This is an optimization exercise on Yosys and OpenROAD, whose aim is small area, a short achievable clock period and few clock cycles per item, not a production implementation.
Where RTL was checked, it was by simulation tests only, not by an equivalence proof against the original.

rev 12:
==> flow/design.v <==
module UT_TOP (
    clk,
    rst_n,
    in_valid,
    in_time,
    out_valid,
    out_display,
    out_day
);
input        clk, rst_n, in_valid;
input [30:0] in_time;
output reg       out_valid;
output reg [3:0] out_display;
output reg [2:0] out_day;
reg [9:0]  R;      
reg [21:0] L;      
reg [10:0] R2;     
reg [7:0]  B;      
reg [3:0]  C2;     
reg [2:0]  W;      
reg        y20;    
reg        jf;     
reg        busy;
reg [4:0]  k;      
function ge11;       
    input [10:0] t;
    input [10:0] K;
    reg   [15:0] g, e;
    integer i, w;
    begin
        for (i = 0; i < 16; i = i + 1) begin
            g[i] = (i < 11) ? (t[i] & ~K[i]) : 1'b0;
            e[i] = (i < 11) ? ~(t[i] ^ K[i]) : 1'b1;
        end
        for (w = 1; w < 16; w = w * 2)
            for (i = 0; i < 16; i = i + 2 * w) begin
                g[i] = g[i + w] | (e[i + w] & g[i]);
                e[i] = e[i + w] & e[i];
            end
        ge11 = g[0] | e[0];
    end
endfunction
function ge24;       
    input [23:0] t;
    input [23:0] K;
    reg   [31:0] g, e;
    integer i, w;
    begin
        for (i = 0; i < 32; i = i + 1) begin
            g[i] = (i < 24) ? (t[i] & ~K[i]) : 1'b0;
            e[i] = (i < 24) ? ~(t[i] ^ K[i]) : 1'b1;
        end
        for (w = 1; w < 32; w = w * 2)
            for (i = 0; i < 32; i = i + 2 * w) begin
                g[i] = g[i + w] | (e[i + w] & g[i]);
                e[i] = e[i + w] & e[i];
            end
        ge24 = g[0] | e[0];
    end
endfunction
function [3:0] dd;
    input [3:0] d;      
    begin
        dd[0] = (~d[3] & ~d[2] & d[0]) | (d[2] & d[1] & ~d[0]) | (d[3] & ~d[0]);
        dd[1] = (~d[2] & d[1]) | (d[1] & d[0]) | (d[3] & ~d[0]);
        dd[2] = (d[2] & ~d[1] & ~d[0]) | (d[3] & d[0]);
        dd[3] = (d[2] & d[0]) | (d[2] & d[1]) | (d[3]);
    end
endfunction
function [3:0] inc10;
    input [3:0] d;      
    begin
        inc10[0] = (~d[0]);
        inc10[1] = (~d[3] & ~d[1] & d[0]) | (d[1] & ~d[0]);
        inc10[2] = (~d[2] & d[1] & d[0]) | (d[2] & ~d[1]) | (d[2] & ~d[0]);
        inc10[3] = (d[2] & d[1] & d[0]) | (d[3] & ~d[0]);
    end
endfunction
function [2:0] w4;
    input [2:0] w;      
    input       a, b;
    begin
        w4[0] = (~w[2] & ~w[1] & ~w[0] & b) | (~w[1] & w[0] & a & ~b) | (~w[2] & w[1] & ~w[0] & ~b) | (w[1] & w[0] & b) | (~w[1] & ~w[0] & ~a & b) | (w[2] & w[0] & ~b) | (w[2] & w[1] & a & b) | (w[2] & w[1] & ~a & ~b);
        w4[1] = (~w[2] & ~w[1] & ~w[0] & ~a) | (~w[2] & ~w[1] & ~a & ~b) | (~w[2] & w[0] & a & b) | (~w[2] & ~w[0] & ~a & ~b) | (~w[2] & w[1] & a & b) | (w[1] & w[0] & a) | (w[2] & ~w[1] & a & ~b) | (w[2] & w[0] & ~a & b) | (w[2] & w[1] & ~a & b);
        w4[2] = (~w[2] & ~w[0] & a) | (~w[2] & ~w[1] & w[0] & ~a & ~b) | (w[2] & ~w[0] & ~a) | (w[2] & w[0] & a & b) | (w[1] & ~w[0] & ~a & b) | (~w[1] & ~w[0] & a & ~b);
    end
endfunction
function [2:0] w1;
    input [2:0] w;      
    input       a;
    begin
        w1[0] = (~w[2] & ~w[1] & ~a) | (~w[2] & w[1] & a) | (w[2] & ~w[1] & ~w[0] & a) | (w[2] & w[1] & ~a);
        w1[1] = (~w[2] & ~w[1] & ~w[0] & ~a) | (~w[2] & w[0] & a) | (w[1] & w[0]) | (w[2] & w[0] & ~a) | (w[2] & w[1] & a);
        w1[2] = (~w[2] & ~w[1] & a) | (w[2] & ~w[1] & ~w[0]) | (~w[1] & w[0] & ~a);
    end
endfunction
reg  pm0, pm1, h0, n0, h1, n1, mon;           
wire k1  = (k == 5'd1);
wire k8  = (k == 5'd8);
wire k9  = (k == 5'd9);
wire k10 = (k == 5'd10);
wire k11 = (k == 5'd11);
wire [4:0] kn = busy ? k + 5'd1 : 5'd1;       
always @(posedge clk) begin
    pm0 <= (kn <= 5'd8);                                      
    pm1 <= (kn <= 5'd7);                                      
    h0  <= (kn == 5'd9) || (kn == 5'd10);                     
    h1  <= (kn == 5'd8) || (kn == 5'd9) || (kn == 5'd10);     
    n0  <= (kn >= 5'd11) && (kn <= 5'd13);                    
    n1  <= (kn >= 5'd11) && (kn <= 5'd13);
    mon <= (kn == 5'd10) || (kn == 5'd11);                    
end
function [10:0] rstep;
    input [10:0] t;
    input [10:0] kk;
    reg   [11:0] g, p;    
    reg   [11:0] b;       
    integer i, lvl, j;
    reg   [11:0] G, P;
    begin
        for (i = 0; i < 11; i = i + 1) begin
            g[i] = ~t[i] & kk[i];
            p[i] = ~(t[i] ^ kk[i]);
        end
        g[11] = 1'b0; p[11] = 1'b0;
        G = g; P = p;
        for (lvl = 1; lvl < 16; lvl = lvl * 2)
            for (i = 0; i < 11; i = i + 1)
                if ((i / lvl) % 2 == 1) begin
                    j = (i / lvl) * lvl - 1;
                    G[i] = G[i] | (P[i] & G[j]);
                    P[i] = P[i] & P[j];
                end
        b[0] = 1'b0;
        for (i = 1; i < 12; i = i + 1) b[i] = G[i - 1];
        rstep[10] = ~b[11];
        for (i = 0; i < 10; i = i + 1)
            rstep[i] = t[i] ^ (rstep[10] & (kk[i] ^ b[i]));
    end
endfunction
function [10:0] step;    
    input [10:0] t;
    input        m, h, n;
    begin
        step = rstep(t, ({11{m}} & 11'd675) | ({11{h}} & 11'd900) | ({11{n}} & 11'd960));
    end
endfunction
wire [10:0] s0 = step({R, L[21]}, pm0, h0, n0);
wire [10:0] s1 = step({s0[9:0], L[20]}, pm1, h1, n1);
wire        q0 = s0[10];
wire        q1 = s1[10];
function [11:0] rstep2;
    input [11:0] t;
    input [11:0] kk;
    reg   [12:0] g, p;    
    reg   [12:0] b;       
    integer i, lvl, j;
    reg   [12:0] G, P;
    begin
        for (i = 0; i < 12; i = i + 1) begin
            g[i] = ~t[i] & kk[i];
            p[i] = ~(t[i] ^ kk[i]);
        end
        g[12] = 1'b0; p[12] = 1'b0;
        G = g; P = p;
        for (lvl = 1; lvl < 16; lvl = lvl * 2)
            for (i = 0; i < 12; i = i + 1)
                if ((i / lvl) % 2 == 1) begin
                    j = (i / lvl) * lvl - 1;
                    G[i] = G[i] | (P[i] & G[j]);
                    P[i] = P[i] & P[j];
                end
        b[0] = 1'b0;
        for (i = 1; i < 13; i = i + 1) b[i] = G[i - 1];
        rstep2[11] = ~b[12];
        for (i = 0; i < 11; i = i + 1)
            rstep2[i] = t[i] ^ (rstep2[11] & (kk[i] ^ b[i]));
    end
endfunction
function [11:0] step2;   
    input [11:0] t;
    input        mo;
    begin
        step2 = rstep2(t, mo ? 12'd1958 : 12'd1461);
    end
endfunction
wire        b0  = k1 ? 1'b0 : (pm0 && !k9) ? L[0] : (k9 || k10);
wire        b1  = pm0 ? q0 : k9;
wire [10:0] r2i = k10 ? {R2[10:2], 2'b01} : R2;
wire [11:0] u0  = step2({r2i, b0}, mon);
wire [11:0] u1  = step2({u0[10:0], b1}, mon);
wire [7:0] bb0 = {dd(B[7:4]), dd(B[3:0])};
wire [7:0] bb1 = {bb0[6:0], u0[11]};
wire [7:0] bb2 = {dd(bb1[7:4]), dd(bb1[3:0])};
wire [7:0] bb3 = {bb2[6:0], u1[11]};
wire [2:0] w2 = k8 ? w1(W, q0) : w4(W, q0, q1);
always @(posedge clk) begin
    if (!busy) begin
        R  <= {1'b0, in_time[30:22]};
        L  <= in_time[21:0];
        R2 <= 11'd1304;
        B  <= 8'h09;
        W  <= 3'd4;
    end else begin
        if (pm0 || h0 || n0) begin
            R <= s1[9:0];
            L <= {L[19:0], q0, q1};
        end
        if (pm0 || k9 || mon) begin
            R2 <= u1[10:0];
            if (!mon) B <= bb3;
        end
        if (pm0) W <= w2;
        if (mon) C2 <= {C2[1:0], u0[11], u1[11]};
        if (k1) y20 <= ge24({R[8:0], L[21:7]}, 24'd7395975);
        if (k10) jf <= ge11(R2, 11'd1224);
    end
end
always @(posedge clk or negedge rst_n) begin
    if (!rst_n) begin
        busy <= 1'b0;
        k    <= 5'd0;
    end else if (in_valid) begin
        busy <= 1'b1;
        k    <= 5'd1;
    end else if (busy) begin
        k    <= k + 5'd1;
        if (k == 5'd21) busy <= 1'b0;
    end
end
wire       jfc = k10 ? ge11(R2, 11'd1224) : jf;
wire       yc  = jfc && (B[3:0] == 4'd9);
wire [3:0] yt  = yc ? inc10(B[7:4]) : B[7:4];
wire [3:0] yo  = jfc ? inc10(B[3:0]) : B[3:0];
function [4:0] mbcd;
    input [3:0] m;      
    begin
        mbcd[0] = (~m[0]);
        mbcd[1] = (~m[3] & ~m[1] & ~m[0]) | (~m[2] & m[1] & m[0]) | (m[3] & m[0]);
        mbcd[2] = (~m[3] & ~m[2] & m[0]) | (~m[3] & ~m[2] & m[1]) | (m[2] & ~m[1] & ~m[0]);
        mbcd[3] = (m[2] & ~m[1] & m[0]) | (m[2] & m[1] & ~m[0]);
        mbcd[4] = (m[2] & m[1] & m[0]) | (m[3] & ~m[1]);
    end
endfunction
wire [4:0] mb = mbcd(C2);
wire       mt = mb[4];
wire [3:0] mo = mb[3:0];
reg [5:0] fld;
always @(*) begin
    if (k[4:1] == 4'd7)      fld = {1'b0, R2[10:6]};    
    else if (k[4:1] == 4'd8) fld = {1'b0, L[10:6]};     
    else if (k[4:1] == 4'd9) fld = L[5:0];              
    else                     fld = R[9:4];              
end
wire [3:0] dA   = dd({1'b0, fld[5:3]});
wire [3:0] dB   = dd({dA[2:0], fld[2]});
wire [3:0] dC   = dd({dB[2:0], fld[1]});
wire [6:0] fb   = {dA[3], dB[3], dC[3], dC[2:0], fld[0]};
wire       dinc = (k[4:1] == 4'd7);                      
wire [3:0] fo   = dinc ? inc10(fb[3:0]) : fb[3:0];
wire       tp1  = dinc && (fb[3:0] == 4'd9);            
wire [2:0] ft   = !tp1 ? fb[6:4] : (fb[5:4] == 2'd0) ? 3'd1 : (fb[5:4] == 2'd1) ? 3'd2 : 3'd3;
reg [3:0] digit;
always @(*) begin
    case (k)
        5'd8:    digit = y20 ? 4'd2 : 4'd1;
        5'd9:    digit = y20 ? 4'd0 : 4'd9;
        5'd10:   digit = yt;
        5'd11:   digit = yo;
        5'd12:   digit = {3'b000, mt};
        5'd13:   digit = mo;
        default: digit = k[0] ? fo : {1'b0, ft};
    endcase
end
wire [2:0] wday   = k8 ? w2 : W;
wire       outing = busy && (k >= 5'd8);
always @(posedge clk or negedge rst_n) begin
    if (!rst_n) begin
        out_valid   <= 1'b0;
        out_display <= 4'd0;
        out_day     <= 3'd0;
    end else if (outing) begin
        out_valid   <= 1'b1;
        out_display <= digit;
        out_day     <= wday;
    end else begin
        out_valid   <= 1'b0;
        out_display <= 4'd0;
        out_day     <= 3'd0;
    end
end
endmodule
Settings: LEC_CHECK=0, ABC_AREA=1, CAP_MARGIN=20, CORE_MARGIN=2, CORE_UTILIZATION=40, SLEW_MARGIN=20; clock period 15.0 ns.
standard.sh (not shown) runs the stock make flow with config.mk's settings and CLKGATE_MAP_FILE= SYNTH_SCRIPT=/design/flow/synth_recipe.tcl, a recipe that flattens the netlist after the stock synthesis.
==> flow/flow/run.sh <==
#!/bin/bash
# The standard layout, with timing repair aiming at 11.0 ns of setup slack
# instead of 0, and the port buffers made with buf_4 cells; the clock and the
# constraints stay the design's.
set -o pipefail
bash standard.sh SETUP_SLACK_MARGIN=11.0 "BUFFER_PORTS_ARGS=-buffer_cell sky130_fd_sc_hd__buf_4" finish > standard.log 2>&1
Testbench counts of rev 12, summed over its fixed seeds: cycles 55,200, items 2,400.
Relative to rev 12, the following input files were edited for rev 13:
--- a/flow/design.v
+++ b/flow/design.v
@@ -110,39 +110,22 @@
     n1  <= (kn >= 5'd11) && (kn <= 5'd13);
     mon <= (kn == 5'd10) || (kn == 5'd11);                    
 end
-function [10:0] rstep;
-    input [10:0] t;
-    input [10:0] kk;
-    reg   [11:0] g, p;    
-    reg   [11:0] b;       
-    integer i, lvl, j;
-    reg   [11:0] G, P;
-    begin
-        for (i = 0; i < 11; i = i + 1) begin
-            g[i] = ~t[i] & kk[i];
-            p[i] = ~(t[i] ^ kk[i]);
-        end
-        g[11] = 1'b0; p[11] = 1'b0;
-        G = g; P = p;
-        for (lvl = 1; lvl < 16; lvl = lvl * 2)
-            for (i = 0; i < 11; i = i + 1)
-                if ((i / lvl) % 2 == 1) begin
-                    j = (i / lvl) * lvl - 1;
-                    G[i] = G[i] | (P[i] & G[j]);
-                    P[i] = P[i] & P[j];
-                end
-        b[0] = 1'b0;
-        for (i = 1; i < 12; i = i + 1) b[i] = G[i - 1];
-        rstep[10] = ~b[11];
-        for (i = 0; i < 10; i = i + 1)
-            rstep[i] = t[i] ^ (rstep[10] & (kk[i] ^ b[i]));
-    end
-endfunction
 function [10:0] step;    
     input [10:0] t;
     input        m, h, n;
-    begin
-        step = rstep(t, ({11{m}} & 11'd675) | ({11{h}} & 11'd900) | ({11{n}} & 11'd960));
+    reg          q6, q9, q96;
+    reg   [10:0] d6, d9, d96;
+    begin
+        q6  = ge11(t, 11'd675);
+        q9  = ge11(t, 11'd900);
+        q96 = ge11(t, 11'd960);
+        d6  = t - 11'd675;
+        d9  = t - 11'd900;
+        d96 = t - 11'd960;
+        if (m && q6)       step = {1'b1, d6[9:0]};
+        else if (h && q9)  step = {1'b1, d9[9:0]};
+        else if (n && q96) step = {1'b1, d96[9:0]};
+        else               step = {1'b0, t[9:0]};
     end
 endfunction
 wire [10:0] s0 = step({R, L[21]}, pm0, h0, n0);
==> notes.md <==
Global-route usage on rev 13 is up relative to rev 12.
Comparing rev 12 and rev 13, the lower sequential share of layout area is on rev 13.
Maximum frequency delta (rev 12 -> rev 13): insignificant
Full die area (lower): rev 12
Higher fraction of the mapped netlist area in adder cells among rev 12 and rev 13: rev 12
Non-clock buffer count, rev 13 vs rev 12: down by a little under 10%
Only the layout flow was run in rev 13; the RTL was not checked for function there.

[static timing again, ports no longer ideal]
No port has a modelled driver above. Below, the same layouts with a new extraction and two added sets of constraints. Step 1: set_driving_cell puts a clkbuf_16 on clk and a buf_2 on each other input, an assumption about the parent block. Step 2 moves the port delays by t, midway between the first and last clock arrival at a register: inputs arrive t later, outputs are due t later. That takes back most of the time a late clock gives input paths. Three values: no drivers, after step 1, after step 2; two values: the first two.
run | t (ns) | setup slack, ns | worst setup path at the end | latest minus earliest clock arrival (ns) | slew at the worst register clock pin (ns)
rev 12 | 0.385 | 11.144 / 11.105 / 11.193 | register to register | 0.007 / 0.007 | 0.07 / 0.07
rev 13 | 0.389 | 11.140 / 11.098 / 11.235 | register to register | 0.008 / 0.007 | 0.06 / 0.06
After both steps setup and hold are still met in every run listed.
